This design comes from an exercise in tuning for small area, a short achievable clock period and few clock cycles on the open sky130 flow, not from production work. Only simulation tests tie the RTL to the original design; equivalence was not proved. Power figures rest on the tool's default switching activity, not on a simulated workload.

**flow/constraint.sdc**
```tcl
create_clock -name core_clock -period 9.0 [get_ports {clk}]
set_input_delay 1.8000 -clock core_clock [delete_from_list [all_inputs] [get_ports {clk}]]
set_output_delay 1.8000 -clock core_clock [all_outputs]
set_load 0.01 [all_outputs]
```
**flow/config.mk**
```make
export PLATFORM = sky130hd
export DESIGN_NAME = axis_cpu
export DESIGN_NICKNAME = axis_cpu
export VERILOG_FILES = /design/flow/design.v
export SDC_FILE = /design/flow/constraint.sdc
export NUM_CORES = 4
export LEC_CHECK = 0
export ABC_CLOCK_PERIOD_IN_PS = 3500
export CAP_MARGIN = 20
export CORE_MARGIN = 2
export CORE_UTILIZATION = 50
export PLACE_DENSITY = 0.65
export SETUP_SLACK_MARGIN = 5
export SLEW_MARGIN = 20
```
**flow/design.v**
```verilog
`timescale 1ns / 1ps
module axis_cpu (
    input wire clk,
    input wire rst,
    input wire [31:0] din_TDATA,
    input wire din_TVALID,
    output wire din_TREADY,
    input wire din_TLAST,
    output wire [31:0] dout_TDATA,
    output wire dout_TVALID,
    input wire dout_TREADY,
    output wire dout_TLAST,
    input wire [31:0] cmd_in_TDATA,
    input wire cmd_in_TVALID,
    output wire [31:0] cmd_out_TDATA,
    output wire cmd_out_TVALID
);
    assign cmd_out_TDATA = cmd_in_TDATA;
    assign cmd_out_TVALID = cmd_in_TVALID;
    reg [1:0] cmd_state;  
    reg [3:0] cmd_reg;
    always @(posedge clk) begin
        if (rst) begin
            cmd_state <= 2'd0;
        end else if (cmd_in_TVALID) begin
            if (cmd_state == 2'd0) begin
                cmd_state <= (cmd_in_TDATA[15:4] == 12'd0) ? 2'd1 : 2'd2;
                cmd_reg <= cmd_in_TDATA[3:0];
            end else begin
                cmd_state <= 2'd0;
            end
        end
    end
    wire strb = cmd_in_TVALID && (cmd_state == 2'd1);
    reg programming;
    reg [6:0] ip;
    reg [3:0] jp;
    reg [3:0] mp;
    wire prog_wr = strb && (cmd_reg == 4'd0);
    wire inst_wr = strb && programming && (cmd_reg == 4'd1);
    wire jmp_wr = strb && programming && (cmd_reg == 4'd2);
    wire imm_wr = strb && programming && (cmd_reg == 4'd3);
    always @(posedge clk) begin
        if (rst) programming <= 1'b0;
        else if (prog_wr) programming <= cmd_in_TDATA[0];
        if (prog_wr) begin
            ip <= 7'd0;
            jp <= 4'd0;
            mp <= 4'd0;
        end else begin
            if (inst_wr) ip <= ip + 7'd1;
            if (jmp_wr) jp <= jp + 4'd1;
            if (imm_wr) mp <= mp + 4'd1;
        end
    end
    reg [7:0] imem_e [0:63];
    reg [7:0] imem_o [0:63];
    reg [6:0] jtab [0:15];
    reg [31:0] itab [0:15];
    always @(posedge clk) begin
        if (inst_wr && !ip[0]) imem_e[ip[6:1]] <= cmd_in_TDATA[7:0];
        if (inst_wr && ip[0]) imem_o[ip[6:1]] <= cmd_in_TDATA[7:0];
        if (jmp_wr) jtab[jp] <= cmd_in_TDATA[6:0];
        if (imm_wr) itab[mp] <= cmd_in_TDATA;
    end
    wire halt = rst || programming;
    reg [6:0] pc;       
    reg [5:0] pce;      
    wire [7:0] ev = imem_e[pce];
    wire [7:0] od = imem_o[pc[6:1]];
    wire [7:0] i0 = pc[0] ? od : ev;
    wire [7:0] i1 = pc[0] ? ev : od;
    wire fuse = (i0[7:5] == 3'b111);
    wire [6:0] pc1 = pc + 7'd1;
    wire [6:0] pc2 = pc + 7'd2;
    wire [6:0] pc3 = pc + 7'd3;
    wire [6:0] f_seq = fuse ? pc2 : pc1;
    wire [6:0] f_seq1 = fuse ? pc3 : pc2;
    localparam NBTB = 4;
    reg [NBTB-1:0] btb_v;
    reg [6:0] btb_pc [0:NBTB-1];
    reg [6:0] btb_t [0:NBTB-1];
    reg [5:0] btb_te [0:NBTB-1];
    reg [1:0] btb_ptr;
    reg btb_hit;
    reg [6:0] btb_tgt;
    reg [5:0] btb_tgte;
    integer bi;
    always @(*) begin
        btb_hit = 1'b0;
        btb_tgt = 7'd0;
        btb_tgte = 6'd0;
        for (bi = 0; bi < NBTB; bi = bi + 1)
            if (btb_v[bi] && (btb_pc[bi] == pc)) begin
                btb_hit = 1'b1;
                btb_tgt = btb_tgt | btb_t[bi];
                btb_tgte = btb_tgte | btb_te[bi];
            end
    end
    wire [6:0] f_next = btb_hit ? btb_tgt : f_seq;
    wire [5:0] f_nexte = btb_hit ? btb_tgte : f_seq1[6:1];
    reg d_v;
    reg [7:0] d_mi;     
    reg d_fuse;         
    reg d_sel;          
    reg [15:0] d_soh;   
    reg [6:0] d_next;   
    reg [6:0] d_next1;  
    reg [6:0] d_pc;     
    reg d_pred;         
    reg [15:0] isel;    
    reg [15:0] jsel;    
    wire [15:0] ioh = (d_fuse && d_sel) ? d_soh : isel;
    wire [15:0] joh = (d_fuse && !d_sel) ? d_soh : jsel;
    reg [31:0] f_imm;
    reg [6:0] f_j;
    integer k;
    always @(*) begin
        f_imm = 32'd0;
        f_j = 7'd0;
        for (k = 0; k < 16; k = k + 1) begin
            f_imm = f_imm | ({32{ioh[k]}} & itab[k]);
            f_j = f_j | ({7{joh[k]}} & jtab[k]);
        end
    end
    wire [15:0] mi_oh = 16'd1 << d_mi[3:0];
    wire [15:0] isel_n = (d_mi[7:4] == 4'hF) ? mi_oh : ioh;
    wire [15:0] jsel_n = (d_mi[7:4] == 4'hE) ? mi_oh : joh;
    wire d_out = (d_mi[7:6] == 2'b01) && d_mi[4];
    wire d_in = (d_mi[7:6] == 2'b00) && (d_mi[4:3] == 2'b01);
    wire d_sub = !((d_mi[7:5] == 3'b100) && (d_mi[3:0] == 4'd0));
    wire d_ja = (d_mi[7:5] == 3'b101) && (d_mi[2:0] == 3'd0);
    wire d_cj = (d_mi[7:5] == 3'b101) && (d_mi[2:0] != 3'd0);
    reg [1:0] bctr [0:31];
    wire d_bp = d_cj && bctr[d_next[4:0]][1];
    function [6:0] add7(input [6:0] a, input [6:0] b);
        reg [6:0] g;
        reg [6:0] p;
        reg [6:0] p0;
        integer i;
        integer d;
        begin
            p0 = a ^ b;
            g = a & b;
            p = p0;
            for (d = 1; d < 7; d = d * 2)
                for (i = 6; i >= d; i = i - 1) begin
                    g[i] = g[i] | (p[i] & g[i - d]);
                    p[i] = p[i] & p[i - d];
                end
            add7 = p0 ^ {g[5:0], 1'b0};
        end
    endfunction
    wire [6:0] ptgt = add7(d_next, f_j);
    wire [6:0] ptgt1 = add7(d_next1, f_j);
    reg e_v;
    reg [7:0] ei;
    reg [31:0] B;       
    reg [6:0] ej;
    reg [6:0] enext;
    reg [6:0] enext1;
    reg epred;          
    reg e_sub;          
    reg [31:0] Bx;      
    reg o_valid;        
    reg i_ready;        
    reg o_last;
    reg [31:0] o_data;
    reg [31:0] A;
    reg [31:0] X;
    reg last_f;
    reg [31:0] R [0:15];
    reg [15:0] rvalid;
    wire [2:0] cls = ei[7:5];
    wire is_lda = (cls == 3'b000);
    wire is_ldx = (cls == 3'b001);
    wire is_in = (ei[7:6] == 2'b00) && (ei[4:3] == 2'b01);
    wire is_st = (ei[7:6] == 2'b01);
    wire is_out = is_st && ei[4];
    wire is_alu = (cls == 3'b100);
    wire is_jmp = (cls == 3'b101);
    wire is_tax = (ei[7:4] == 4'b1100);
    wire is_txa = (ei[7:4] == 4'b1101);
    wire is_mul = is_alu && ei[3] && (ei[1:0] == 2'b00);
    wire is_dm = is_alu && ei[3] && (ei[1:0] != 2'b00);
    wire dm_div = ei[0];
    function [32:0] pfx_add(input [31:0] a, input [31:0] b, input cin);
        reg [31:0] g;
        reg [31:0] p;
        reg [31:0] p0;
        integer i;
        integer d;
        begin
            p0 = a ^ b;
            g = a & b;
            p = p0;
            g[0] = g[0] | (p0[0] & cin);
            for (d = 1; d < 32; d = d * 2)
                for (i = 31; i >= d; i = i - 1) begin
                    g[i] = g[i] | (p[i] & g[i - d]);
                    p[i] = p[i] & p[i - d];
                end
            pfx_add = {g[31], p0 ^ {g[30:0], cin}};
        end
    endfunction
    wire [32:0] addsub = pfx_add(A, Bx, e_sub);
    wire ge = (A >= B);
    wire eq = (A == B);
    wire gt = (A > B);
    wire set = |(A & B);
    wire [31:0] shl = B[5] ? 32'd0 : (A << B[4:0]);
    wire [31:0] shr = B[5] ? 32'd0 : (A >> B[4:0]);
    reg [31:0] alu1;
    always @(*) begin
        case (ei[2:0])
            3'd0: alu1 = addsub[31:0];
            3'd1: alu1 = addsub[31:0];
            3'd2: alu1 = A ^ B;
            3'd3: alu1 = A | B;
            3'd4: alu1 = A & B;
            3'd5: alu1 = shl;
            3'd6: alu1 = shr;
            default: alu1 = ~A;
        endcase
    end
    reg taken;
    always @(*) begin
        case (ei[2:0])
            3'd0: taken = 1'b1;
            3'd1: taken = eq;
            3'd2: taken = gt;
            3'd3: taken = ge;
            3'd4: taken = set;
            3'd5: taken = last_f;
            default: taken = 1'b0;
        endcase
    end
    wire az = ~|A;
    wire bz = ~|B;
    reg [1:0] mst;
    reg [31:0] ms;
    reg [31:0] mcy;
    wire mquick = az || bz;
    wire mlast = ~|B[31:8];
    wire [31:0] mc = A;
    wire [7:0] mpl = B[7:0];
    wire m_step = e_v && is_mul && ((mst == 2'd0) ? !mquick : (mst == 2'd1));
    wire [31:0] pp0 = mpl[0] ? mc : 32'd0;
    wire [31:0] pp1 = mpl[1] ? {mc[30:0], 1'b0} : 32'd0;
    wire [31:0] pp2 = mpl[2] ? {mc[29:0], 2'b0} : 32'd0;
    wire [31:0] pp3 = mpl[3] ? {mc[28:0], 3'b0} : 32'd0;
    wire [31:0] pp4 = mpl[4] ? {mc[27:0], 4'b0} : 32'd0;
    wire [31:0] pp5 = mpl[5] ? {mc[26:0], 5'b0} : 32'd0;
    wire [31:0] pp6 = mpl[6] ? {mc[25:0], 6'b0} : 32'd0;
    wire [31:0] pp7 = mpl[7] ? {mc[24:0], 7'b0} : 32'd0;
    wire [31:0] s1 = pp0 ^ pp1 ^ pp2;
    wire [31:0] c1 = {((pp0 & pp1) | (pp0 & pp2) | (pp1 & pp2)), 1'b0};
    wire [31:0] s2 = pp3 ^ pp4 ^ pp5;
    wire [31:0] c2 = {((pp3 & pp4) | (pp3 & pp5) | (pp4 & pp5)), 1'b0};
    wire [31:0] s3 = pp6 ^ pp7 ^ ms;
    wire [31:0] c3 = {((pp6 & pp7) | (pp6 & ms) | (pp7 & ms)), 1'b0};
    wire [31:0] s4 = s1 ^ c1 ^ s2;
    wire [31:0] c4 = {((s1 & c1) | (s1 & s2) | (c1 & s2)), 1'b0};
    wire [31:0] s5 = c2 ^ s3 ^ c3;
    wire [31:0] c5 = {((c2 & s3) | (c2 & c3) | (s3 & c3)), 1'b0};
    wire [31:0] s6 = s4 ^ c4 ^ s5;
    wire [31:0] c6 = {((s4 & c4) | (s4 & s5) | (c4 & s5)), 1'b0};
    wire [31:0] s7 = s6 ^ c6 ^ c5;
    wire [31:0] c7 = {((s6 & c6) | (s6 & c5) | (c6 & c5)), 1'b0};
    wire [31:0] s8 = s7 ^ c7 ^ mcy;
    wire [31:0] c8 = {((s7 & c7) | (s7 & mcy) | (c7 & mcy)), 1'b0};
    wire [31:0] mul_res = (mst == 2'd2) ? (ms + mcy) : 32'd0;
    wire mul_done = (mst == 2'd2) || ((mst == 2'd0) && mquick);
    function [4:0] clz32(input [31:0] v);
        reg [15:0] nz1;
        reg [15:0] c1;
        reg [7:0] nz2;
        reg [15:0] c2;
        reg [3:0] nz3;
        reg [11:0] c3;
        reg [1:0] nz4;
        reg [7:0] c4;
        integer j;
        begin
            for (j = 0; j < 16; j = j + 1) begin
                nz1[j] = v[2*j+1] | v[2*j];
                c1[j] = !v[2*j+1];
            end
            for (j = 0; j < 8; j = j + 1) begin
                nz2[j] = nz1[2*j+1] | nz1[2*j];
                c2[2*j +: 2] = nz1[2*j+1] ? {1'b0, c1[2*j+1]} : {1'b1, c1[2*j]};
            end
            for (j = 0; j < 4; j = j + 1) begin
                nz3[j] = nz2[2*j+1] | nz2[2*j];
                c3[3*j +: 3] = nz2[2*j+1] ? {1'b0, c2[2*(2*j+1) +: 2]} : {1'b1, c2[2*(2*j) +: 2]};
            end
            for (j = 0; j < 2; j = j + 1) begin
                nz4[j] = nz3[2*j+1] | nz3[2*j];
                c4[4*j +: 4] = nz3[2*j+1] ? {1'b0, c3[3*(2*j+1) +: 3]} : {1'b1, c3[3*(2*j) +: 3]};
            end
            clz32 = nz4[1] ? {1'b0, c4[7:4]} : {1'b1, c4[3:0]};
        end
    endfunction
    reg [1:0] dst;  
    wire dbusy = dst[1];
    reg [4:0] dsh_r;
    reg [31:0] dr;
    reg [31:0] dd;
    reg [31:0] dq;
    reg [4:0] dcnt;
    wire dquick = az || bz;
    wire [4:0] cla = clz32(A);
    wire [4:0] clb = clz32(B);
    wire [4:0] dsh = (clb > cla) ? (clb - cla) : 5'd0;
    wire [32:0] t1 = {1'b0, dr} - {1'b0, dd};
    wire ge1 = !t1[32];
    wire [31:0] r1 = ge1 ? t1[31:0] : dr;
    wire [31:0] q1 = {dq[30:0], ge1};
    wire div_done = dbusy ? (dcnt == 5'd0) : (dst == 2'd0) && dquick;
    wire [31:0] div_res = dbusy ? (dm_div ? q1 : r1)
                                : (dm_div ? {32{bz}} : A);
    wire e_busy = (i_ready && !din_TVALID) || (o_valid && !dout_TREADY) ||
                  (is_mul && !mul_done) || (is_dm && !div_done);
    wire fire = e_v && !e_busy;
    wire e_adv = !e_v || !e_busy;           
    wire d_take = !d_v || e_adv;            
    wire e_cj = e_v && is_jmp && (ei[2:0] != 3'd0);
    wire sq_e = e_cj && (taken != epred);
    wire sq_d = d_v && e_adv && ((d_ja && !d_pred) || d_bp);
    wire btb_ins = sq_d && d_ja && d_fuse && !d_sel;
    wire [6:0] tgt = epred ? enext : enext + ej;
    wire [6:0] tgt1 = epred ? enext1 : enext1 + ej;
    wire [31:0] rd_mem = rvalid[ei[3:0]] ? R[ei[3:0]] : 32'd0;
    reg [31:0] ldval;
    always @(*) begin
        case (ei[4:3])
            2'b00: ldval = B;
            2'b01: ldval = din_TDATA;
            default: ldval = rd_mem;
        endcase
    end
    wire [31:0] alures = !ei[3] ? alu1 : is_mul ? mul_res : div_res;
    wire a_we = e_v && (is_lda ? (!is_in || din_TVALID) :
                        is_alu ? (!ei[3] || (is_mul ? mul_done : div_done)) :
                        is_txa);
    wire x_we = e_v && (is_ldx ? (!is_in || din_TVALID) : is_tax);
    wire [31:0] a_n = !a_we ? (m_step ? {A[23:0], 8'd0} : A) :
                      is_lda ? ldval : is_alu ? alures : X;
    wire [31:0] x_n = !x_we ? X : is_ldx ? ldval : A;
    wire r_we = e_v && is_st && (!ei[4] || dout_TREADY);
    wire [31:0] b_n = d_mi[4] ? x_n : f_imm;
    always @(posedge clk) begin
        if (halt) begin
            pc <= 7'd0;
            pce <= 6'd0;
            d_v <= 1'b0;
            e_v <= 1'b0;
        end else if (sq_e) begin
            pc <= tgt;
            pce <= tgt1[6:1];
            d_v <= 1'b0;
            e_v <= 1'b0;
        end else begin
            if (sq_d) begin
                pc <= ptgt;
                pce <= ptgt1[6:1];
                d_v <= 1'b0;
            end else if (d_take) begin
                pc <= f_next;
                pce <= f_nexte;
                d_v <= 1'b1;
            end
            if (e_adv) begin
                e_v <= d_v;
                if (d_v) begin
                    isel <= isel_n;
                    jsel <= jsel_n;
                end
            end
        end
        if (d_take) begin
            d_mi <= fuse ? i1 : i0;
            d_fuse <= fuse;
            d_sel <= i0[4];
            d_soh <= 16'd1 << i0[3:0];
            d_next <= f_seq;
            d_next1 <= f_seq1;
            d_pc <= pc;
            d_pred <= btb_hit;
        end
        if (e_adv) begin
            ei <= d_mi;
            B <= b_n;
        end else if (m_step) begin
            B <= {8'd0, B[31:8]};
        end
        if (e_adv) begin
            ej <= f_j;
            enext <= d_next;
            enext1 <= d_next1;
            epred <= d_bp;
            e_sub <= d_sub;
            Bx <= b_n ^ {32{d_sub}};
            o_last <= d_mi[0] && d_out;
            o_data <= d_mi[5] ? x_n : a_n;
        end
        if (halt || sq_e) begin
            o_valid <= 1'b0;
            i_ready <= 1'b0;
        end else if (e_adv) begin
            o_valid <= d_v && d_out;
            i_ready <= d_v && d_in;
        end
    end
    always @(posedge clk) begin
        A <= a_n;
        X <= x_n;
        if (r_we) R[ei[3:0]] <= ei[5] ? X : A;
    end
    always @(posedge clk) begin
        if (halt) begin
            rvalid <= 16'd0;
            last_f <= 1'b0;
        end else begin
            if (r_we) rvalid[ei[3:0]] <= 1'b1;
            if (i_ready && din_TVALID) last_f <= din_TLAST;
        end
    end
    always @(posedge clk) begin
        if (halt) begin
            btb_v <= {NBTB{1'b0}};
            btb_ptr <= 2'd0;
        end else if (btb_ins) begin
            btb_v[btb_ptr] <= 1'b1;
            btb_pc[btb_ptr] <= d_pc;
            btb_t[btb_ptr] <= ptgt;
            btb_te[btb_ptr] <= ptgt1[6:1];
            btb_ptr <= (btb_ptr == NBTB - 1) ? 2'd0 : btb_ptr + 2'd1;
        end
    end
    integer bj;
    always @(posedge clk) begin
        if (halt) begin
            for (bj = 0; bj < 32; bj = bj + 1) bctr[bj] <= 2'b01;
        end else if (e_cj) begin
            if (taken && bctr[enext[4:0]] != 2'b11) bctr[enext[4:0]] <= bctr[enext[4:0]] + 2'b01;
            else if (!taken && bctr[enext[4:0]] != 2'b00) bctr[enext[4:0]] <= bctr[enext[4:0]] - 2'b01;
        end
    end
    always @(posedge clk) begin
        if (halt) begin
            mst <= 2'd0;
        end else if (e_v && is_mul) begin
            case (mst)
                2'd0: if (!mquick) mst <= mlast ? 2'd2 : 2'd1;
                2'd1: if (mlast) mst <= 2'd2;
                default: mst <= 2'd0;
            endcase
        end
    end
    always @(posedge clk) begin
        if (m_step) begin
            ms <= s8;
            mcy <= c8;
        end else begin
            ms <= 32'd0;
            mcy <= 32'd0;
        end
    end
    always @(posedge clk) begin
        if (halt) begin
            dst <= 2'd0;
        end else if (e_v && is_dm) begin
            case (dst)
                2'd0: if (!dquick) dst <= 2'd1;
                2'd1: dst <= 2'd2;
                default: if (dcnt == 5'd0) dst <= 2'd0;
            endcase
        end
    end
    always @(posedge clk) begin
        case (dst)
            2'd0: begin
                dr <= A;
                dd <= B;
                dsh_r <= dsh;
            end
            2'd1: begin
                dd <= dd << dsh_r;
                dq <= 32'd0;
                dcnt <= dsh_r;
            end
            default: begin
                dr <= r1;
                dd <= {1'b0, dd[31:1]};
                dq <= q1;
                dcnt <= dcnt - 5'd1;
            end
        endcase
    end
    assign din_TREADY = i_ready;
    assign dout_TVALID = o_valid;
    assign dout_TDATA = o_data;
    assign dout_TLAST = o_last;
endmodule
```
**flow/run.sh**
```bash
#!/bin/bash
# synth_recipe.tcl (not shown) runs the flow's synth.tcl, then flattens the netlist and writes it again
# the make line also repeats each setting of config.mk as NAME=value (left out here)
make -C /OpenROAD-flow-scripts/flow DESIGN_CONFIG=/design/flow/config.mk WORK_HOME=/design/flow/orfs CLKGATE_MAP_FILE= SYNTH_SCRIPT=/design/flow/synth_recipe.tcl finish
```
==> summary.txt, run 1 <==
Route
  • Antenna viol nets, final: 0
  • DRT iter0 DRCs: 12,400
  • 1st-pass router iterations: 10
  • WL final: 472,000 µm
  • Via/cell ratio: 6.59
  • Vias: 89,500
  • DRC: 0
  • Drt wl/cell: between 30 and 40 µm

Pwr
  • Pwr Density: ~380 nW/µm²
  • Leakage: 54.4 nW
  • Pwr Total: around 0.061 W
  • Max VDD drop: roughly 0.32 mV

Synthesis
  • Synth Register Bits: 2,834
  • Library cells used by synthesis: 95
  • Ys async rst share: 0
  • Number of synthesized flops with an enable pin: 2,589
  • Sequential cell area fraction in the yosys report: 0.622
  • Syn Nets: about 9,800
  • Mapped Cells: 9,244
  • Post-Syn Area: 133,000 µm²
  • Mapped Avg Cell Area: approximately 14 µm²
  • YS warnings: 1
  • Commonest register cell after synthesis: edfxtp_1

Finish
  • Storage cell area: 82,700 µm²
  • Multi-input logic area: 49,600 µm²
  • Filler Cells Inserted: 20,100
  • Layout area overhead: 18.9%
  • Share of cells above drive strength 1: 0.250
  • Final nets: 10,300
  • Most frequent cells in the layout: edfxtp_1, nor2_1, nand2_1
  • Commonest non-fill, non-tap cell in the layout: edfxtp_1

Hold path
  • Hold Path Class: flop to flop
  • Hold path endpoint: rvalid[11]
  • Hold wc startpoint: rvalid[11]
  • Hold path cells: 2

Setup path
  • WP data arrival: 4.96 ns
  • Worst-case reg-to-reg path depth: 18
  • Crit Path Category: flop to flop
  • Critical Path Fanout Max: 25
  • Reg2Reg Setup Slack: 4.59 ns
  • Worst setup SP type: flop
  • CP endpoint kind: flop
  • FF-to-FF End: bctr[28][1]
  • Worst R2R Start: A[12]
  • CP Data Required Time: roughly 9.6 ns

Die
  • Die ar.: 270,000 µm²
  • Die width: 520 µm
  • Core Footprint: around 260,000 µm²
  • Row Count: 189
  • Starting Density: 0.502
  • Top Ports: 138
  • Die span in y: 520 µm

Timing
  • RSZ-0062 raised after global routing: yes
  • Hold_ws: 0.469 ns
  • Worst Slack Setup Final: 4.59 ns
  • Slew headroom: 0.129
  • Worst Max-Slew Pin Slew: 1.31 ns
  • Tmin final: roughly 4.4 ns
  • Max Clk Rate: about 230 MHz
  • Clock Skew: 0.0791 ns
  • Setup-failing EPs final: 0
  • TNS Setup: 0 ns
  • Max-slew violations: 0
  • Final cycle utilization of the critical path: 0.490
  • Final hold vios: 0

Clock tree
  • Clock sinks: 2,834
  • Cts hold-fix bufs: 0
  • CTS Buf Count: between 300 and 400
  • CTS H-tree depth: 5
  • Root buf cell: clkbuf_16
  • Clk latency of the worst-skew pair: 0.94 ns
  • Reg clk slew, reported paths: 0.06 ns
  • CTS Buffer Depth: 4
  • CTS tree: done

GRT
  • First-pass GRT wire length: ~650,000 µm
  • Vias in the first global route: 86,400
  • Tot GR Track Use: 0.339
  • Initial antenna violation count: 25
  • Grt total ovfl: 0
  • Largest net degree at the start of global routing: 108

Placed design
  • Buffers on Ports: 137
  • Placer congestion estimate: 1.06
  • Post-detail-place hpwl: between 200,000 and 300,000 µm
  • Place WS: 3.08 ns

Outcome
  • Status: no timing/DRC/antenna violations

Flow run
  • # Max-Cap Violations: 0
synth_stat cells, types with 34 or more instances:
| master | number | area [µm²] |
|---|---|---|
| a211oi_1 | 73 | 548 |
| a21o_1 | 47 | 353 |
| a21oi_1 | 376 | 1880 |
| a221oi_1 | 115 | 1010 |
| a222oi_1 | 37 | 370 |
| a22o_1 | 67 | 587 |
| a22oi_1 | 221 | 1660 |
| a31oi_1 | 44 | 275 |
| and2_1 | 123 | 769 |
| and3_1 | 45 | 282 |
| buf_1 | 67 | 251 |
| buf_2 | 71 | 355 |
| buf_4 | 45 | 338 |
| clkbuf_1 | 418 | 1570 |
| dfxtp_1 | 245 | 4900 |
| edfxtp_1 | 2589 | 77700 |
| fa_1 | 221 | 4420 |
| ha_1 | 256 | 3200 |
| inv_1 | 502 | 1880 |
| mux2_2 | 99 | 1110 |
| mux2i_1 | 187 | 1870 |
| mux4_2 | 551 | 12400 |
| nand2_1 | 601 | 2260 |
| nand2b_1 | 49 | 307 |
| nand3_1 | 105 | 526 |
| nand4_1 | 86 | 538 |
| nor2_1 | 719 | 2700 |
| nor2b_1 | 49 | 307 |
| nor3_1 | 90 | 450 |
| nor4_1 | 39 | 244 |
| o211ai_1 | 47 | 353 |
| o21ai_0 | 388 | 1940 |
| o22ai_1 | 56 | 350 |
| o31ai_1 | 34 | 255 |
| xnor2_1 | 141 | 1230 |
| xor2_1 | 49 | 429 |
critical path, stage by stage (launching register included):
cell,delay (ns)
dfxtp_1,0.32
buf_6,0.31
clkinvlp_4,0.23
ha_1,0.41
nor4_4,0.28
and3_4,0.26
nand4_1,0.11
buf_6,0.17
o311ai_4,0.24
o32a_1,0.25
o41ai_4,0.10
buf_6,0.17
buf_6,0.13
nand3_2,0.06
o211ai_1,0.13
clkbuf_16,0.21
nor2_4,0.25
nand2_8,0.17
o21ai_4,0.24
repair_timing:
action | in CTS | in global routing
gates resized for setup | 1013 | 384
pin swaps | 111 | 107
setup endpoints to repair | 2039 | 570
buffers inserted | 214 | 148
gates cloned | 41 | 29
stage by stage:
step	cells	utilization	cell area, µm²
6_report	13600	0.596	158000
5_1_grt	13600	0.596	158000
4_1_cts	13400	0.583	154000
3_5_place_dp	12600	0.523	139000
3_3_place_gp	12600	0.523	139000
2_1_floorplan	9244	-	133000
area by class of cell:
cell class | count | area share
antenna | 33 | 0.000523
clock buffer | 372 | 0.0515
clock inverter | 179 | 0.0108
inverter | 524 | 0.0139
multi-input combinational | 5295 | 0.314
sequential | 2834 | 0.524
tap | 3533 | 0.0280
timing repair buffer | 807 | 0.0577
timing repair inverter | 2 | 0.000119
where the power goes:
| part | internal, W | total, W | switching (W) |
|---|---|---|---|
| clock network | 0.00708 | 0.0124 | 0.00534 |
| logic | 0.0120 | 0.0309 | 0.0190 |
| registers | 0.0160 | 0.0173 | 0.00131 |
| total | 0.0351 | 0.0607 | 0.0256 |
worst max path at each step:
stage,start,end,slack [ns],cells after the start
global route,A[5],bctr[28][1],4.56,18
CTS,A[30],bctr[13][1],4.71,17
floorplan,cmd_in_TVALID,itab[10][0],4.52,6
global placement,B[0],btb_te[0][3],3.21,10
detailed placement,A[3],bctr[13][1],3.08,13
finish,A[12],bctr[28][1],4.59,18
cell families (layout without fill, tap and decap cells):
| group | count (synthesis) | count (layout) | share of synthesized area |
|---|---|---|---|
| DFF | 2834 | 2834 | 0.622 |
| and+or+nand+nor | 2027 | 2045 | 0.0699 |
| AOI/OAI and AO/OA | 1742 | 1742 | 0.0876 |
| buffers and inverters | 1133 | 1884 | 0.0344 |
| muxes | 841 | 841 | 0.116 |
| adders and majority gates | 477 | 477 | 0.0574 |
| xor gates and xnor gates | 190 | 190 | 0.0125 |
| other | 0 | 33 | 0 |
layer usage:
metal / share of wire / track usage / vias to the layer above / wire length, µm
met1: 0.37 / 0.445 / 45600 / 174000
met4: 0.069 / 0.183 / 10 / 32800
met5: 0.00051 / 0.000176 / - / 241
li1: - / - / 36600 / -
met3: 0.11 / 0.0876 / 1420 / 52200
met2: 0.45 / 0.520 / 5872 / 212000
Testbench counts, summed over its fixed seeds: cycles 27,709.
==> run 2, diff against run 1 <==
--- a/flow/design.v
+++ b/flow/design.v
@@ -72,9 +72,13 @@
     wire [7:0] i1 = pc[0] ? ev : od;
     wire fuse = (i0[7:5] == 3'b111);
+    wire st0 = (i0[7:6] == 2'b01) && !i0[4];
+    wire stf = st0 && (i1[7:6] != 2'b01) &&
+               !((i1[7:6] == 2'b00) && i1[4] && (i1[3:0] == i0[3:0]));
+    wire take2 = fuse || stf;
     wire [6:0] pc1 = pc + 7'd1;
     wire [6:0] pc2 = pc + 7'd2;
     wire [6:0] pc3 = pc + 7'd3;
-    wire [6:0] f_seq = fuse ? pc2 : pc1;
-    wire [6:0] f_seq1 = fuse ? pc3 : pc2;
+    wire [6:0] f_seq = take2 ? pc2 : pc1;
+    wire [6:0] f_seq1 = take2 ? pc3 : pc2;
     localparam NBTB = 4;
     reg [NBTB-1:0] btb_v;
@@ -103,4 +107,7 @@
     reg [7:0] d_mi;     
     reg d_fuse;         
+    reg d_st;           
+    reg d_stx;          
+    reg [3:0] d_stn;    
     reg d_sel;          
     reg [15:0] d_soh;   
@@ -162,4 +169,8 @@
     reg epred;          
     reg e_sub;          
+    reg e_st;           
+    reg e_stx;
+    reg [3:0] e_stn;
+    reg e_first;        
     reg [31:0] Bx;      
     reg o_valid;        
@@ -348,5 +359,9 @@
                       is_lda ? ldval : is_alu ? alures : X;
     wire [31:0] x_n = !x_we ? X : is_ldx ? ldval : A;
-    wire r_we = e_v && is_st && (!ei[4] || dout_TREADY);
+    wire r_we_m = e_v && is_st && (!ei[4] || dout_TREADY);
+    wire r_we_s = e_v && e_st && e_first;
+    wire r_we = r_we_m || r_we_s;
+    wire [3:0] r_wa = e_st ? e_stn : ei[3:0];
+    wire r_wx = e_st ? e_stx : ei[5];
     wire [31:0] b_n = d_mi[4] ? x_n : f_imm;
     always @(posedge clk) begin
@@ -380,6 +395,9 @@
         end
         if (d_take) begin
-            d_mi <= fuse ? i1 : i0;
+            d_mi <= take2 ? i1 : i0;
             d_fuse <= fuse;
+            d_st <= stf;
+            d_stx <= i0[5];
+            d_stn <= i0[3:0];
             d_sel <= i0[4];
             d_soh <= 16'd1 << i0[3:0];
@@ -401,8 +419,12 @@
             epred <= d_bp;
             e_sub <= d_sub;
+            e_st <= d_st;
+            e_stx <= d_stx;
+            e_stn <= d_stn;
             Bx <= b_n ^ {32{d_sub}};
             o_last <= d_mi[0] && d_out;
             o_data <= d_mi[5] ? x_n : a_n;
         end
+        e_first <= e_adv;
         if (halt || sq_e) begin
             o_valid <= 1'b0;
@@ -416,5 +438,5 @@
         A <= a_n;
         X <= x_n;
-        if (r_we) R[ei[3:0]] <= ei[5] ? X : A;
+        if (r_we) R[r_wa] <= r_wx ? X : A;
     end
     always @(posedge clk) begin
@@ -423,5 +445,5 @@
             last_f <= 1'b0;
         end else begin
-            if (r_we) rvalid[ei[3:0]] <= 1'b1;
+            if (r_we) rvalid[r_wa] <= 1'b1;
             if (i_ready && din_TVALID) last_f <= din_TLAST;
         end
--- a/flow/config.mk
+++ b/flow/config.mk
@@ -9,6 +9,6 @@
 export CAP_MARGIN = 20
 export CORE_MARGIN = 2
-export CORE_UTILIZATION = 50
-export PLACE_DENSITY = 0.65
+export CORE_UTILIZATION = 40
+export PLACE_DENSITY = 0.6
 export SETUP_SLACK_MARGIN = 5
 export SLEW_MARGIN = 20
==> summary.txt, run 2 <==
Setup path
  • WP data arrival: 5.14 ns (+0.18 ns)
  • Crit Path Category: flop to flop
  • CP Data Required Time: 9.83 ns (+0.28 ns)
  • Worst setup SP type: flop
  • CP endpoint kind: flop
  • Worst-case reg-to-reg path depth: 15 (-3)
  • CP peak stage delay: 0.56 ns (+0.15 ns)
  • CP cell instances: buf_12 -> buf_12 -> mux4_2 -> mux4_2 -> and3_4 -> a211oi_4 -> mux2_4 -> nand4_1 -> a41o_4 -> buf_6 -> buf_8 -> mux2i_4 -> or2_4 -> a311oi_2 -> a21oi_2
  • Slowest-stage cell, CP: mux4_2
  • Critical Path Fanout Max: 5 (-80%)

Die
  • Row Count: 212 (+12%)
  • Die ar.: 340,000 µm² (+26%)
  • Die span in y: 583 µm (+12%)
  • Core Footprint: 333,000 µm² (+26%)
  • Starting Density: 0.402 (-0.0997)
  • Die width: 583 µm (+12%)
  • Top Ports: 138 (unchanged)

Timing
  • Worst Max-Slew Pin Slew: 1.31 ns (+0.00372 ns)
  • Worst Slack Setup Final: 4.69 ns (+0.0973 ns)
  • Final hold vios: 0 (unchanged)
  • Tmin final: 4.31 ns (-0.0973 ns)
  • TNS Setup: 0 ns (unchanged)
  • Clock Skew: 0.104 ns (+0.0250 ns)
  • Final cycle utilization of the critical path: 0.479 (-0.0108)
  • Setup-failing EPs final: 0 (unchanged)
  • Max-slew violations: 0 (unchanged)
  • RSZ-0062 raised after global routing: yes
  • Max Clk Rate: 232 MHz (+2.3%)
  • Slew headroom: 0.121 (-0.00875)

Clock tree
  • Root buf cell: clkbuf_16
  • Reg clk slew, reported paths: 0.06 ns (about the same)
  • Clk latency of the worst-skew pair: 0.97 ns (+0.03 ns)
  • CTS H-tree depth: 5 (unchanged)
  • CTS Buffer Depth: 4 (unchanged)
  • CTS tree: done
  • Cts hold-fix bufs: 0 (unchanged)
  • CTS Buf Count: 309 (+2.3%)
  • Clock sinks: 2,847 (+0.46%)

Synthesis
  • Most instantiated cells after synthesis: edfxtp_1, nor2_1, nand2_1
  • Post-Syn Area: 134,000 µm² (+0.88%)
  • Commonest register cell after synthesis: edfxtp_1
  • Number of synthesized flops with an enable pin: 2,601 (+0.46%)
  • Mapped Avg Cell Area: 14.1 µm² (-1.9%)
  • Top cells by area, synth: edfxtp_1, mux4_2, dfxtp_1
  • Mapped Cells: 9,502 (+2.8%)
  • Library cells used by synthesis: 96 (+1.1%)
  • Top cell type's share of synthesized area: 0.583 (-0.00242)
  • Syn Nets: 10,000 (+2.6%)
  • YS warnings: 1 (unchanged)
  • Post-synth top area cell: edfxtp_1
  • Synth Register Bits: 2,847 (+0.46%)
  • Most frequent cell after synthesis: edfxtp_1
  • Ys async rst share: 0 (unchanged)
  • Sequential cell area fraction in the yosys report: 0.619 (-0.00260)

Finish
  • Share of cells above drive strength 1: 0.276 (+0.0264)
  • Commonest non-fill, non-tap cell in the layout: edfxtp_1
  • Layout area overhead: 21.7%
  • Most frequent cells in the layout: edfxtp_1, nor2_1, nand2_1
  • Final nets: 10,700 (+3.5%)
  • Post-route cell area: 163,000 µm² (+3.3%)
  • Filler Cells Inserted: 28,000 (+39%)

Pwr
  • Pwr Density: 385 nW/µm² (+0.25%)
  • Pwr Total: 0.0629 W (+3.6%)
  • Leakage: 56.4 nW (+3.7%)
  • Max VDD drop: 0.289 mV (-8.6%)

Route
  • Via/cell ratio: 6.22 (-5.7%)
  • Antenna viol nets, final: 0 (unchanged)
  • DRT iter0 DRCs: 12,300 (-0.96%)
  • 1st-pass router iterations: 12 (+2)
  • Drt wl/cell: 33.1 µm (-4.8%)
  • Vias: 91,900 (+2.7%)
  • WL final: 489,000 µm (+3.7%)
  • DRC: 0 (unchanged)

GRT
  • Vias in the first global route: 89,500 (+3.7%)
  • Grt total ovfl: 0 (unchanged)
  • Initial antenna violation count: 31 (+24%)
  • Largest net degree at the start of global routing: 134 (+24%)
  • First-pass GRT wire length: 679,000 µm (+4.1%)
  • Tot GR Track Use: 0.279 (-0.0604)

Flow run
  • # Max-Cap Violations: 0 (unchanged)

Hold path
  • Hold path cells: 0 (-2)
  • Hold Path Class: flop to flop

Placed design
  • Place WS: 2.82 ns (-0.262 ns)
  • Buffers on Ports: 137 (unchanged)
  • Placer congestion estimate: 1.07 (+0.58%)
  • Post-detail-place hpwl: 301,000 µm (+3.0%)
  • Dpl cell area: 141,000 µm² (+1.6%)

Outcome
  • Status: no timing/DRC/antenna violations
run 2: cell types whose count changed after synthesis, sizes merged, moves of 21 or more:
cell	delta
a22oi	-114
a22o	+95
a21oi	+89
nor2	+85
a221oi	+74
mux4	-44
a21o	+35
nor2b	+34
inv	+32
o21ai	-25
nand2	+21
run 2: cell families (layout without fill, tap and decap cells):
family | Yosys count | after routing | synth area share
other cells | 0 | 25 | 0
mux | 828 | 828 | 0.110
buf+inv | 1174 | 2029 | 0.0356
fa+ha+maj | 474 | 474 | 0.0566
compound gates | 1869 | 1869 | 0.0939
xor+xnor | 195 | 195 | 0.0129
simple gates | 2115 | 2133 | 0.0714
flops | 2847 | 2847 | 0.619
run 2: power by group:
| part | leakage (nW) | total [W] | switching (W) | internal (W) |
|---|---|---|---|---|
| registers | 25.9 | 0.0173 | 0.00115 | 0.0162 |
| logic | 25.8 | 0.0331 | 0.0200 | 0.0131 |
| clock network | 4.73 | 0.0124 | 0.00542 | 0.00699 |
run 2: per-layer routing:
layer,vias up,global-route usage,part of all wire
met5,-,0.00326,0.00059
met4,22,0.122,0.053
met3,1327,0.0740,0.11
met2,5748,0.431,0.45
met1,47200,0.370,0.38
li1,37600,-,-
run 2: stage by stage:
stage,instances,utilization,hold slack (ns)
after floorplan,9502,-,0.400
after global placement,13700,0.422,0.413
after detailed placement,13700,0.422,0.411
after CTS,14600,0.476,0.431
after global routing,14800,0.489,0.441
final,14800,0.489,0.426
run 2: layout make-up:
class | instances | area, µm² | area share
Multi-Input combinational cell | 5499 | 52000 | 0.319
Antenna cell | 25 | 62.6 | 0.000383
Clock buffer | 388 | 8200 | 0.0502
Timing Repair Buffer | 916 | 10500 | 0.0641
Tap cell | 4387 | 5490 | 0.0336
Inverter | 561 | 2270 | 0.0139
Timing Repair inverter | 1 | 8.76 | 0.0000537
Clock inverter | 163 | 1550 | 0.00948
Sequential cell | 2847 | 83100 | 0.509
run 2: timing repair:
action,4_1_cts,5_1_grt
endpoints found under the hold margin,0,0
gates cloned,58,14
buffers inserted,304,158
setup endpoints to repair,2700,1041
pin swaps,187,269
resized for setup,1238,692
run 2: critical path: cells and delay by family (launching register included):
family                 cells  cell delay (ns)
AND/OR/NAND/NOR            3             0.68
AO/OA/AOI/OAI              4             1.01
buffers and inverters      4             0.56
flip-flops                 1             0.39
multiplexers               4             1.53
run 2: worst paths after layout:
check	startpoint	end	slack, ns
setup / recovery	flop	flop	4.69
hold / removal	d_stx	e_stx	0.43
setup reg to reg	flop	flop	4.69
hold reg to reg	d_stx	e_stx	0.43
Testbench counts of run 2, summed over its fixed seeds: cycles 26,931.
==> run 3, diff against run 2 <==
--- a/flow/design.v
+++ b/flow/design.v
@@ -58,11 +58,24 @@
     reg [6:0] jtab [0:15];
     reg [31:0] itab [0:15];
+    reg w_inst;
+    reg w_jmp;
+    reg w_imm;
+    reg [6:0] w_addr;
+    reg [31:0] w_data;
     always @(posedge clk) begin
-        if (inst_wr && !ip[0]) imem_e[ip[6:1]] <= cmd_in_TDATA[7:0];
-        if (inst_wr && ip[0]) imem_o[ip[6:1]] <= cmd_in_TDATA[7:0];
-        if (jmp_wr) jtab[jp] <= cmd_in_TDATA[6:0];
-        if (imm_wr) itab[mp] <= cmd_in_TDATA;
+        w_inst <= inst_wr;
+        w_jmp <= jmp_wr;
+        w_imm <= imm_wr;
+        w_addr <= inst_wr ? ip : jmp_wr ? {3'd0, jp} : {3'd0, mp};
+        w_data <= cmd_in_TDATA;
     end
-    wire halt = rst || programming;
+    always @(posedge clk) begin
+        if (w_inst && !w_addr[0]) imem_e[w_addr[6:1]] <= w_data[7:0];
+        if (w_inst && w_addr[0]) imem_o[w_addr[6:1]] <= w_data[7:0];
+        if (w_jmp) jtab[w_addr[3:0]] <= w_data[6:0];
+        if (w_imm) itab[w_addr[3:0]] <= w_data;
+    end
+    reg halt;
+    always @(posedge clk) halt <= rst || programming;
     reg [6:0] pc;       
     reg [5:0] pce;      
@@ -140,4 +153,7 @@
     wire d_cj = (d_mi[7:5] == 3'b101) && (d_mi[2:0] != 3'd0);
     reg [1:0] bctr [0:31];
+    reg bu_v;
+    reg bu_t;
+    reg [4:0] bu_i;
     wire d_bp = d_cj && bctr[d_next[4:0]][1];
     function [6:0] add7(input [6:0] a, input [6:0] b);
@@ -177,5 +193,5 @@
     reg i_ready;        
     reg o_last;
-    reg [31:0] o_data;
+    reg o_sel;          
     reg [31:0] A;
     reg [31:0] X;
@@ -316,7 +332,4 @@
     wire dbusy = dst[1];
     reg [4:0] dsh_r;
-    reg [31:0] dr;
-    reg [31:0] dd;
-    reg [31:0] dq;
     reg [4:0] dcnt;
     wire dquick = az || bz;
@@ -324,8 +337,9 @@
     wire [4:0] clb = clz32(B);
     wire [4:0] dsh = (clb > cla) ? (clb - cla) : 5'd0;
-    wire [32:0] t1 = {1'b0, dr} - {1'b0, dd};
-    wire ge1 = !t1[32];
-    wire [31:0] r1 = ge1 ? t1[31:0] : dr;
-    wire [31:0] q1 = {dq[30:0], ge1};
+    wire d_step = e_v && is_dm && dbusy;
+    wire ge1 = addsub[32];
+    wire [31:0] r1 = ge1 ? addsub[31:0] : A;
+    wire [31:0] q1 = {ms[30:0], ge1};
+    wire [31:0] dnorm = B << dsh_r;
     wire div_done = dbusy ? (dcnt == 5'd0) : (dst == 2'd0) && dquick;
     wire [31:0] div_res = dbusy ? (dm_div ? q1 : r1)
@@ -356,8 +370,8 @@
                         is_txa);
     wire x_we = e_v && (is_ldx ? (!is_in || din_TVALID) : is_tax);
-    wire [31:0] a_n = !a_we ? (m_step ? {A[23:0], 8'd0} : A) :
+    wire [31:0] a_n = !a_we ? (m_step ? {A[23:0], 8'd0} : d_step ? r1 : A) :
                       is_lda ? ldval : is_alu ? alures : X;
     wire [31:0] x_n = !x_we ? X : is_ldx ? ldval : A;
-    wire r_we_m = e_v && is_st && (!ei[4] || dout_TREADY);
+    wire r_we_m = e_v && is_st;
     wire r_we_s = e_v && e_st && e_first;
     wire r_we = r_we_m || r_we_s;
@@ -412,4 +426,8 @@
         end else if (m_step) begin
             B <= {8'd0, B[31:8]};
+        end else if (e_v && is_dm && (dst == 2'd1)) begin
+            B <= dnorm;
+        end else if (d_step) begin
+            B <= {1'b0, B[31:1]};
         end
         if (e_adv) begin
@@ -423,6 +441,12 @@
             e_stn <= d_stn;
             Bx <= b_n ^ {32{d_sub}};
+        end else if (e_v && is_dm && (dst == 2'd1)) begin
+            Bx <= ~dnorm;
+        end else if (d_step) begin
+            Bx <= {1'b1, Bx[31:1]};
+        end
+        if (e_adv) begin
             o_last <= d_mi[0] && d_out;
-            o_data <= d_mi[5] ? x_n : a_n;
+            o_sel <= d_mi[5] && d_out;
         end
         e_first <= e_adv;
@@ -465,10 +489,15 @@
         if (halt) begin
             for (bj = 0; bj < 32; bj = bj + 1) bctr[bj] <= 2'b01;
-        end else if (e_cj) begin
-            if (taken && bctr[enext[4:0]] != 2'b11) bctr[enext[4:0]] <= bctr[enext[4:0]] + 2'b01;
-            else if (!taken && bctr[enext[4:0]] != 2'b00) bctr[enext[4:0]] <= bctr[enext[4:0]] - 2'b01;
+        end else if (bu_v) begin
+            if (bu_t && bctr[bu_i] != 2'b11) bctr[bu_i] <= bctr[bu_i] + 2'b01;
+            else if (!bu_t && bctr[bu_i] != 2'b00) bctr[bu_i] <= bctr[bu_i] - 2'b01;
         end
     end
     always @(posedge clk) begin
+        bu_v <= e_cj && !halt;
+        bu_t <= taken;
+        bu_i <= enext[4:0];
+    end
+    always @(posedge clk) begin
         if (halt) begin
             mst <= 2'd0;
@@ -485,4 +514,7 @@
             ms <= s8;
             mcy <= c8;
+        end else if (d_step && (dcnt != 5'd0)) begin
+            ms <= q1;
+            mcy <= 32'd0;
         end else begin
             ms <= 32'd0;
@@ -503,25 +535,12 @@
     always @(posedge clk) begin
         case (dst)
-            2'd0: begin
-                dr <= A;
-                dd <= B;
-                dsh_r <= dsh;
-            end
-            2'd1: begin
-                dd <= dd << dsh_r;
-                dq <= 32'd0;
-                dcnt <= dsh_r;
-            end
-            default: begin
-                dr <= r1;
-                dd <= {1'b0, dd[31:1]};
-                dq <= q1;
-                dcnt <= dcnt - 5'd1;
-            end
+            2'd0: dsh_r <= dsh;
+            2'd1: dcnt <= dsh_r;
+            default: dcnt <= dcnt - 5'd1;
         endcase
     end
-    assign din_TREADY = i_ready;
-    assign dout_TVALID = o_valid;
-    assign dout_TDATA = o_data;
+    assign din_TREADY = i_ready && !halt;
+    assign dout_TVALID = o_valid && !halt;
+    assign dout_TDATA = o_sel ? X : A;
     assign dout_TLAST = o_last;
 endmodule
==> summary.txt, run 3 <==
Clock tree
  • CTS tree: done
  • CTS H-tree depth: 5 (unchanged)
  • Clock sinks: 2,766 (-2.8%)
  • Reg clk slew, reported paths: 0.06 ns (about the same)
  • Root buf cell: clkbuf_16
  • CTS Buf Count: 302 (-2.3%)
  • Clk latency of the worst-skew pair: 0.96 ns (about the same)
  • CTS Buffer Depth: 4 (unchanged)

Timing
  • RSZ-0062 raised after global routing: yes
  • Slew headroom: 0.189 (+0.0680)
  • Max-slew violations: 0 (unchanged)
  • Clock Skew: 0.105 ns (+0.000570 ns)
  • Final hold vios: 0 (unchanged)
  • Final cycle utilization of the critical path: 0.510 (+0.0309)
  • Worst Slack Setup Final: 4.41 ns (-0.278 ns)
  • Worst Max-Slew Pin Slew: 1.18 ns (-0.126 ns)
  • Setup-failing EPs final: 0 (unchanged)
  • Max Clk Rate: 218 MHz (-6.1%)
  • TNS Setup: 0 ns (unchanged)
  • Tmin final: 4.59 ns (+0.278 ns)

Finish
  • Layout area overhead: 20.8%
  • Most frequent cells in the layout: edfxtp_1, nor2_1, nand2_1
  • Share of cells above drive strength 1: 0.261 (-0.0153)
  • Commonest non-fill, non-tap cell in the layout: edfxtp_1
  • Multi-input logic area: 48,200 µm² (-7.3%)
  • Filler Cells Inserted: 27,600 (-1.3%)
  • Final nets: 10,200 (-4.5%)
  • Storage cell area: 80,900 µm² (-2.7%)

Synthesis
  • Most instantiated cells after synthesis: edfxtp_1, nor2_1, nand2_1
  • YS warnings: 1 (unchanged)
  • Mapped Avg Cell Area: 14.3 µm² (+1.7%)
  • Top cells by area, synth: edfxtp_1, mux4_2, dfxtp_1
  • Ys async rst share: 0 (unchanged)
  • Post-Syn Area: 130,000 µm² (-3.2%)
  • Post-synth top area cell: edfxtp_1
  • Mapped Cells: 9,048 (-4.8%)
  • Number of synthesized flops with an enable pin: 2,539 (-2.4%)
  • Synth Register Bits: 2,766 (-2.8%)
  • Sequential cell area fraction in the yosys report: 0.622 (+0.00313)
  • Commonest register cell after synthesis: edfxtp_1
  • Top cell type's share of synthesized area: 0.587 (+0.00485)
  • Library cells used by synthesis: 101 (+5.2%)
  • Most frequent cell after synthesis: edfxtp_1
  • Syn Nets: 9,554 (-4.9%)

GRT
  • First-pass GRT wire length: 671,000 µm (-1.1%)
  • Initial antenna violation count: 40 (+29%)
  • Grt total ovfl: 0 (unchanged)
  • Tot GR Track Use: 0.286 (+0.00782)
  • Largest net degree at the start of global routing: 109 (-19%)
  • Vias in the first global route: 86,000 (-3.9%)

Setup path
  • CP Data Required Time: 9.83 ns (about the same)
  • Worst setup SP type: flop
  • WP data arrival: 5.42 ns (+0.28 ns)
  • CP endpoint kind: flop
  • Critical Path Fanout Max: 8 (+3)
  • CP cell instances: nand2b_4 -> buf_8 -> mux2_4 -> a22o_1 -> a221oi_2 -> and4_4 -> inv_4 -> ha_4 -> inv_2 -> fa_2 -> inv_2 -> a21o_1 -> a21oi_2 -> o21bai_1 -> a21oi_2 -> xnor2_2 -> xnor2_2 -> inv_1 -> a22o_1 -> or3_1 -> or3_1 -> a31oi_2
  • Crit Path Category: flop to flop
  • Slowest-stage cell, CP: edfxtp_1
  • CP peak stage delay: 0.39 ns (-0.17 ns)

Die
  • Core Footprint: 323,000 µm² (-3.0%)
  • Die width: 574 µm (-1.6%)
  • Row Count: 209 (-1.4%)
  • Die span in y: 574 µm (-1.6%)
  • Starting Density: 0.401 (-0.000855)
  • Die ar.: 329,000 µm² (-3.2%)
  • Top Ports: 138 (unchanged)

Placed design
  • Post-detail-place hpwl: 301,000 µm (+0.10%)
  • Placer congestion estimate: 1.04 (-2.2%)
  • Place WS: 3.11 ns (+0.287 ns)
  • Buffers on Ports: 137 (unchanged)

Outcome
  • Status: no timing/DRC/antenna violations

Route
  • 1st-pass router iterations: 8 (-4)
  • Via/cell ratio: 6.17 (-0.72%)
  • Antenna viol nets, final: 0 (unchanged)
  • Vias: 88,200 (-4.1%)
  • WL final: 487,000 µm (-0.45%)
  • Drt wl/cell: 34.1 µm (+3.0%)
  • DRT iter0 DRCs: 11,500 (-6.2%)
  • DRC: 0 (unchanged)

Pwr
  • Pwr Total: 0.0535 W (-15%)
  • Clock network fraction of design power: 0.229 (+0.032)
  • Reg power frac: 0.306 (+0.030)
  • Max VDD drop: 0.293 mV (+1.6%)
  • Gate power share: 0.465 (-0.062)
  • Switching power of the nets: 0.0213 W (-20%)
  • Leakage: 54.5 nW (-3.3%)
  • Cell-internal power: 0.0322 W (-11%)
  • Switching Fraction: 0.398 (-0.0250)
  • Pwr Density: 341 nW/µm² (-11%)

Flow run
  • # Max-Cap Violations: 0 (unchanged)

Hold path
  • Hold Path Class: flop to flop
run 3: cell types whose count changed in the layout (fill, tap and decap cells not counted), sizes merged, moves of 25 or more:
cell / previous run / this run
ha: 253 / 216
clkdlybuf4s50: 66 / 37
mux2: 115 / 90
a21oi: 465 / 333
nor2: 806 / 718
edfxtp: 2601 / 2539
o21ai: 367 / 404
a211oi: 72 / 45
a22oi: 107 / 168
and2: 126 / 76
nand2: 626 / 598
inv: 539 / 466
xnor2: 141 / 110
buf: 792 / 824
run 3: timing repair:
item                                    in CTS  in global routing
resized for setup                         1141                446
pin swaps                                  140                167
endpoints found under the setup margin     650                425
hold buffers                                 0                  0
gates cloned                                69                 11
setup buffers                              358                137
run 3: metal layers:
layer	part of all wire	wire, µm	up-vias	global-route usage
li1	-	-	36100	-
met1	0.39	188000	45500	0.378
met2	0.45	218000	5198	0.437
met3	0.098	47700	1396	0.0637
met4	0.069	33700	20	0.164
met5	0.00026	126	-	0
run 3: critical path, delay by kind of cell, from the launching register on:
kind | cells | cell delay (ns)
AO/OA/AOI/OAI | 8 | 1.47
adder cells (fa/ha/maj) | 2 | 0.36
multiplexers | 1 | 0.33
flip-flops | 1 | 0.39
buffers and inverters | 5 | 0.38
AND/OR/NAND/NOR | 4 | 1.18
XOR/XNOR | 2 | 0.36
run 3: cell type report:
type	instances	share of cell area
Timing Repair Buffer	926	0.0672
Clock inverter	148	0.00890
Inverter	488	0.0131
Sequential cell	2766	0.516
Multi-Input combinational cell	5203	0.307
Tap cell	4325	0.0345
Timing Repair inverter	1	0.0000559
Antenna cell	25	0.000399
Clock buffer	403	0.0527
run 3: path summary, 6_finish.rpt:
path | start | to | slack [ns] | cells after the start
setup / recovery | d_sel | flop | 4.41 | 22
hold / removal | d_stn[0] | e_stn[0] | 0.36 | 0
setup reg to reg | d_sel | flop | 4.41 | 22
hold reg to reg | d_stn[0] | e_stn[0] | 0.36 | 0
run 3: power by group through the flow:
| stage | clock [W] | combinational (W) | sequential (W) |
|---|---|---|---|
| floorplan | 0 | 0.0130 | 0.0159 |
| global placement | 0 | 0.0190 | 0.0169 |
| detailed placement | 0 | 0.0192 | 0.0169 |
| CTS | 0.0123 | 0.0228 | 0.0163 |
| global route | 0.0128 | 0.0262 | 0.0164 |
| finish | 0.0122 | 0.0249 | 0.0164 |
run 3: cells by family after synthesis:
group                      synth area share
AOI/OAI and AO/OA                    0.0931
xor gates and xnor gates             0.0121
adders and majority gates            0.0548
buffers and inverters                0.0350
DFF                                   0.622
muxes                                 0.113
and+or+nand+nor                      0.0697
run 3: through the flow:
stage	std cells	utilization	hold slack, ns	cell area (µm²)
6_report	14300	0.485	0.360	157000
5_1_grt	14300	0.485	0.370	157000
4_1_cts	14100	0.475	0.373	154000
3_5_place_dp	13100	0.421	0.405	136000
3_3_place_gp	13100	0.421	0.409	136000
2_1_floorplan	9048	-	0.374	130000
Testbench counts of run 3, summed over its fixed seeds: cycles 26,979.
==> run 4, diff against run 3 <==
--- a/flow/design.v
+++ b/flow/design.v
@@ -84,9 +84,14 @@
     wire [7:0] i0 = pc[0] ? od : ev;
     wire [7:0] i1 = pc[0] ? ev : od;
-    wire fuse = (i0[7:5] == 3'b111);
-    wire st0 = (i0[7:6] == 2'b01) && !i0[4];
-    wire stf = st0 && (i1[7:6] != 2'b01) &&
-               !((i1[7:6] == 2'b00) && i1[4] && (i1[3:0] == i0[3:0]));
-    wire take2 = fuse || stf;
+    function is_sel(input [7:0] a);
+        is_sel = (a[7:5] == 3'b111);
+    endfunction
+    function st_ok(input [7:0] a, input [7:0] b);
+        st_ok = (a[7:6] == 2'b01) && !a[4] && (b[7:6] != 2'b01) &&
+                !((b[7:6] == 2'b00) && b[4]);
+    endfunction
+    wire fuse = pc[0] ? is_sel(od) : is_sel(ev);
+    wire take2 = pc[0] ? (is_sel(od) || st_ok(od, ev)) : (is_sel(ev) || st_ok(ev, od));
+    wire stf = take2 && !fuse;
     wire [6:0] pc1 = pc + 7'd1;
     wire [6:0] pc2 = pc + 7'd2;
@@ -124,5 +129,6 @@
     reg [3:0] d_stn;    
     reg d_sel;          
-    reg [15:0] d_soh;   
+    reg [15:0] d_ioh;   
+    reg [15:0] d_joh;   
     reg [6:0] d_next;   
     reg [6:0] d_next1;  
@@ -131,6 +137,6 @@
     reg [15:0] isel;    
     reg [15:0] jsel;    
-    wire [15:0] ioh = (d_fuse && d_sel) ? d_soh : isel;
-    wire [15:0] joh = (d_fuse && !d_sel) ? d_soh : jsel;
+    wire [15:0] ioh = d_ioh;
+    wire [15:0] joh = d_joh;
     reg [31:0] f_imm;
     reg [6:0] f_j;
@@ -193,5 +199,5 @@
     reg i_ready;        
     reg o_last;
-    reg o_sel;          
+    reg [31:0] o_data;  
     reg [31:0] A;
     reg [31:0] X;
@@ -232,7 +238,7 @@
     endfunction
     wire [32:0] addsub = pfx_add(A, Bx, e_sub);
-    wire ge = (A >= B);
+    wire ge = addsub[32];
     wire eq = (A == B);
-    wire gt = (A > B);
+    wire gt = ge && !eq;
     wire set = |(A & B);
     wire [31:0] shl = B[5] ? 32'd0 : (A << B[4:0]);
@@ -333,5 +339,5 @@
     reg [4:0] dsh_r;
     reg [4:0] dcnt;
-    wire dquick = az || bz;
+    wire dquick = az || bz || !ge;
     wire [4:0] cla = clz32(A);
     wire [4:0] clb = clz32(B);
@@ -380,22 +386,18 @@
     wire [31:0] b_n = d_mi[4] ? x_n : f_imm;
     always @(posedge clk) begin
+        if (halt || sq_e || sq_d || d_take) begin
+            pc <= (sq_d && !sq_e && !halt) ? ptgt : halt ? 7'd0 : sq_e ? tgt : f_next;
+            pce <= (sq_d && !sq_e && !halt) ? ptgt1[6:1] : halt ? 6'd0 : sq_e ? tgt1[6:1] : f_nexte;
+        end
         if (halt) begin
-            pc <= 7'd0;
-            pce <= 6'd0;
             d_v <= 1'b0;
             e_v <= 1'b0;
         end else if (sq_e) begin
-            pc <= tgt;
-            pce <= tgt1[6:1];
             d_v <= 1'b0;
             e_v <= 1'b0;
         end else begin
             if (sq_d) begin
-                pc <= ptgt;
-                pce <= ptgt1[6:1];
                 d_v <= 1'b0;
             end else if (d_take) begin
-                pc <= f_next;
-                pce <= f_nexte;
                 d_v <= 1'b1;
             end
@@ -415,5 +417,6 @@
             d_stn <= i0[3:0];
             d_sel <= i0[4];
-            d_soh <= 16'd1 << i0[3:0];
+            d_ioh <= (fuse && i0[4]) ? (16'd1 << i0[3:0]) : (d_v && e_adv) ? isel_n : isel;
+            d_joh <= (fuse && !i0[4]) ? (16'd1 << i0[3:0]) : (d_v && e_adv) ? jsel_n : jsel;
             d_next <= f_seq;
             d_next1 <= f_seq1;
@@ -448,5 +451,5 @@
         if (e_adv) begin
             o_last <= d_mi[0] && d_out;
-            o_sel <= d_mi[5] && d_out;
+            o_data <= d_mi[5] ? x_n : a_n;
         end
         e_first <= e_adv;
@@ -542,5 +545,5 @@
     assign din_TREADY = i_ready && !halt;
     assign dout_TVALID = o_valid && !halt;
-    assign dout_TDATA = o_sel ? X : A;
+    assign dout_TDATA = o_data;
     assign dout_TLAST = o_last;
 endmodule
--- a/flow/config.mk
+++ b/flow/config.mk
@@ -7,8 +7,8 @@
 export LEC_CHECK = 0
 export ABC_CLOCK_PERIOD_IN_PS = 3500
-export CAP_MARGIN = 20
+export CAP_MARGIN = 30
 export CORE_MARGIN = 2
 export CORE_UTILIZATION = 40
 export PLACE_DENSITY = 0.6
 export SETUP_SLACK_MARGIN = 5
-export SLEW_MARGIN = 20
+export SLEW_MARGIN = 30
==> summary.txt, run 4 <==
Outcome
  • Status: no timing/DRC/antenna violations

Finish
  • Layout Cells excl Fill: 14,400 (+0.75%)
  • Commonest non-fill, non-tap cell in the layout: edfxtp_1
  • Layout area overhead: 19.4%
  • Share of cells above drive strength 1: 0.244 (-0.0169)
  • Most frequent cells in the layout: edfxtp_1, nor2_1, nand2_1
  • Final nets: 10,300 (+0.60%)
  • Filler Cells Inserted: 28,100 (+1.8%)

Synthesis
  • Sequential cell area fraction in the yosys report: 0.621 (-0.00146)
  • Library cells used by synthesis: 102 (+0.99%)
  • Most frequent cell after synthesis: edfxtp_1
  • Top cells by area, synth: edfxtp_1, mux4_2, dfxtp_1
  • Post-synth top area cell: edfxtp_1
  • Top cell type's share of synthesized area: 0.584 (-0.00374)
  • YS warnings: 1 (unchanged)
  • Synth Area in XOR/XNOR: 0.0113 (-0.000806)
  • Post-synthesis simple-gate area fraction: 0.0711 (+0.00142)
  • Largest family of logic cells by synthesized area: multiplexers
  • Most instantiated cells after synthesis: edfxtp_1, nor2_1, nand2_1
  • Commonest register cell after synthesis: edfxtp_1
  • Synth Register Bits: 2,813 (+1.7%)
  • Adder-cell share of the synthesized area: 0.0506 (-0.00416)
  • Syn Nets: 9,823 (+2.8%)
  • Post-Syn Area: 132,000 µm² (+1.8%)
  • Mapped Cells: 9,351 (+3.3%)
  • Compound-Gate Fraction of Synth Area: 0.0933 (+0.000246)
  • Mapped Avg Cell Area: 14.1 µm² (-1.5%)
  • Ys async rst share: 0 (unchanged)
  • Number of synthesized flops with an enable pin: 2,567 (+1.1%)
  • Multiplexer share of the synthesized area: 0.117 (+0.00412)

Die
  • Starting Density: 0.403 (+0.00150)
  • Top Ports: 138 (unchanged)
  • Row Count: 210 (+0.48%)
  • Die span in y: 579 µm (+0.87%)
  • Die ar.: 335,000 µm² (+1.7%)
  • Die width: 579 µm (+0.87%)
  • Core Footprint: 328,000 µm² (+1.4%)

GRT
  • Largest net degree at the start of global routing: 113 (+3.7%)
  • Initial antenna violation count: 36 (-10%)
  • Vias in the first global route: 86,700 (+0.76%)
  • First-pass GRT wire length: 684,000 µm (+1.8%)
  • Tot GR Track Use: 0.289 (+0.00271)
  • Grt total ovfl: 0 (unchanged)

Setup path
  • Critical Path Fanout Max: 8 (unchanged)
  • Reg2Reg Setup Slack: 4.56 ns (+0.15 ns)
  • CP endpoint kind: flop
  • CP Data Required Time: 9.78 ns (-0.05 ns)
  • Worst setup SP type: flop
  • Crit Path Category: flop to flop
  • WP data arrival: 5.21 ns (-0.21 ns)

Pwr
  • Pwr Density: 377 nW/µm² (+11%)
  • Max VDD drop: 0.298 mV (+1.7%)
  • Leakage: 54.1 nW (-0.68%)

Hold path
  • Hold Path Class: flop to flop

Timing
  • Clock Skew: 0.0860 ns (-0.0187 ns)
  • Slew headroom: 0.0998 (-0.0887)
  • TNS Setup: 0 ns (unchanged)
  • Max Clk Rate: 225 MHz (+3.5%)
  • RSZ-0062 raised after global routing: yes
  • Final hold vios: 0 (unchanged)
  • Worst Max-Slew Pin Slew: 1.33 ns (+0.150 ns)
  • Setup-failing EPs final: 0 (unchanged)
  • Max-slew violations: 0 (unchanged)
  • Tmin final: 4.44 ns (-0.154 ns)
  • Final cycle utilization of the critical path: 0.493 (-0.0171)

Route
  • Drt wl/cell: 34.5 µm (+1.2%)
  • Vias: 89,700 (+1.8%)
  • DRC: 0 (unchanged)
  • 1st-pass router iterations: 9 (+1)
  • WL final: 496,000 µm (+1.9%)
  • Antenna viol nets, final: 0 (unchanged)
  • DRT iter0 DRCs: 12,100 (+4.6%)
  • Via/cell ratio: 6.23 (+1.0%)

Clock tree
  • CTS H-tree depth: 5 (unchanged)
  • Root buf cell: clkbuf_16
  • CTS tree: done
  • Reg clk slew, reported paths: 0.06 ns (about the same)
  • Clock sinks: 2,813 (+1.7%)
  • Clk latency of the worst-skew pair: 0.97 ns (about the same)
  • CTS Buf Count: 307 (+1.7%)
  • CTS Buffer Depth: 4 (unchanged)

Placed design
  • DP Cell Count: 13,400 (+2.3%)
  • Buffers on Ports: 137 (unchanged)
  • Post-detail-place hpwl: 310,000 µm (+2.9%)
  • Placer congestion estimate: 1.03 (-1.1%)

Flow run
  • # Max-Cap Violations: 0 (unchanged)
## run 4: cell count changes after synthesis, sizes merged, moves of 47 or more
cell    change
nand2      +55
o21ai      -50
a221oi     -53
a21oi      +47
mux2i      +89
## run 4: logic make-up after synthesis
family                   Yosys count
AND/OR/NAND/NOR                 2083
XOR/XNOR                         171
flip-flops                      2813
buffers and inverters           1159
AO/OA/AOI/OAI                   1808
multiplexers                     915
adder cells (fa/ha/maj)          402
## run 4: final timing paths
| kind | start | endpoint | depth (start not counted) |
|---|---|---|---|
| worst max-delay path | B[1] | flop | 14 |
| worst min-delay path | enext[0] | bu_i[0] | 0 |
| worst max register to register | B[1] | flop | 14 |
| worst min register to register | enext[0] | bu_i[0] | 0 |
## run 4: timing repair
item | 4_1_cts | 5_1_grt
hold buffers | 0 | 0
endpoints found under the setup margin | 931 | 420
gates resized for setup | 901 | 443
cloned | 51 | 15
pin swaps | 75 | 141
buffers inserted | 193 | 116
## run 4: cell type report
cell class | instances | area (µm²) | area share
Tap cell | 4346 | 5440 | 0.0345
Clock inverter | 167 | 1840 | 0.0117
Antenna cell | 15 | 37.5 | 0.000238
Clock buffer | 390 | 8180 | 0.0519
Multi-Input combinational cell | 5390 | 48900 | 0.310
Timing Repair inverter | 2 | 17.5 | 0.000111
Sequential cell | 2813 | 82200 | 0.521
Inverter | 495 | 2080 | 0.0132
Timing Repair Buffer | 774 | 8990 | 0.0571
## run 4: metrics by stage
stage	cell area (µm²)	setup slack, ns	hold WS, ns	utilization	power [W]
after floorplan	132000	4.80	0.374	-	0.0320
after global placement	139000	3.11	0.394	0.422	0.0413
after detailed placement	139000	3.29	0.389	0.423	0.0416
after CTS	155000	4.77	0.411	0.471	0.0573
after global routing	158000	4.61	0.422	0.481	0.0617
final	158000	4.56	0.404	0.481	0.0595
## run 4: critical path: stages (launching register included)
cell	delay [ns]
edfxtp_1	0.39
buf_12	0.16
clkinvlp_4	0.14
buf_6	0.14
ha_4	0.22
nor4_4	0.36
nand4_1	0.45
or2_4	0.43
a221o_1	0.41
a311oi_2	0.33
o311ai_4	0.16
buf_6	0.17
or3b_4	0.44
buf_12	0.16
mux2_4	0.30
## run 4: report_power, final
part           switching (W)  internal [W]  total, W
registers            0.00114        0.0159    0.0170
clock network        0.00536       0.00729    0.0127
logic                 0.0188        0.0111    0.0298
## run 4: per-layer routing
layer / vias up / wire length (µm) / GRT usage
met5: - / 583 / 0.00440
li1: 36700 / - / -
met3: 1231 / 52500 / 0.0762
met2: 5359 / 219000 / 0.436
met1: 46400 / 196000 / 0.392
met4: 34 / 27100 / 0.131
Testbench counts of run 4, summed over its fixed seeds: cycles 26,635.

==> separate check: timing with driven ports <==
The results above use ideal ports. As a check the final layouts listed here were re-extracted and re-timed, cells and wires unchanged.
Step 1 assumes that a clkbuf_16 drives the clock port and a buf_2 every other input.
Step 2 adds t to the input delays and takes it off the output delays; t is the mean of the earliest and latest rising clock arrival at the registers after step 1. Input paths then give back, and output paths get back, about the clock's delay inside the block.
Three values: no drivers, after step 1, after step 2; two values: the first two.
run	shift t [ns]	slack for setup (ns)	hold slack, ns	worst setup path at the end
run 1	1.006	4.590 / 4.590 / 3.939	0.469 / 0.469 / 0.469	input to register
run 2	1.018	4.688 / 4.688 / 4.049	0.426 / 0.426 / 0.426	input to register
run 3	1.002	4.410 / 4.410 / 3.867	0.360 / 0.360 / 0.360	input to register
run 4	1.027	4.564 / 4.564 / 3.652	0.404 / 0.404 / 0.404	input to register
After both steps every run listed still meets setup and hold. For run 4, which loses most, drivers alone change the setup slack by 0.000 ns; drivers and shift together by -0.912 ns.
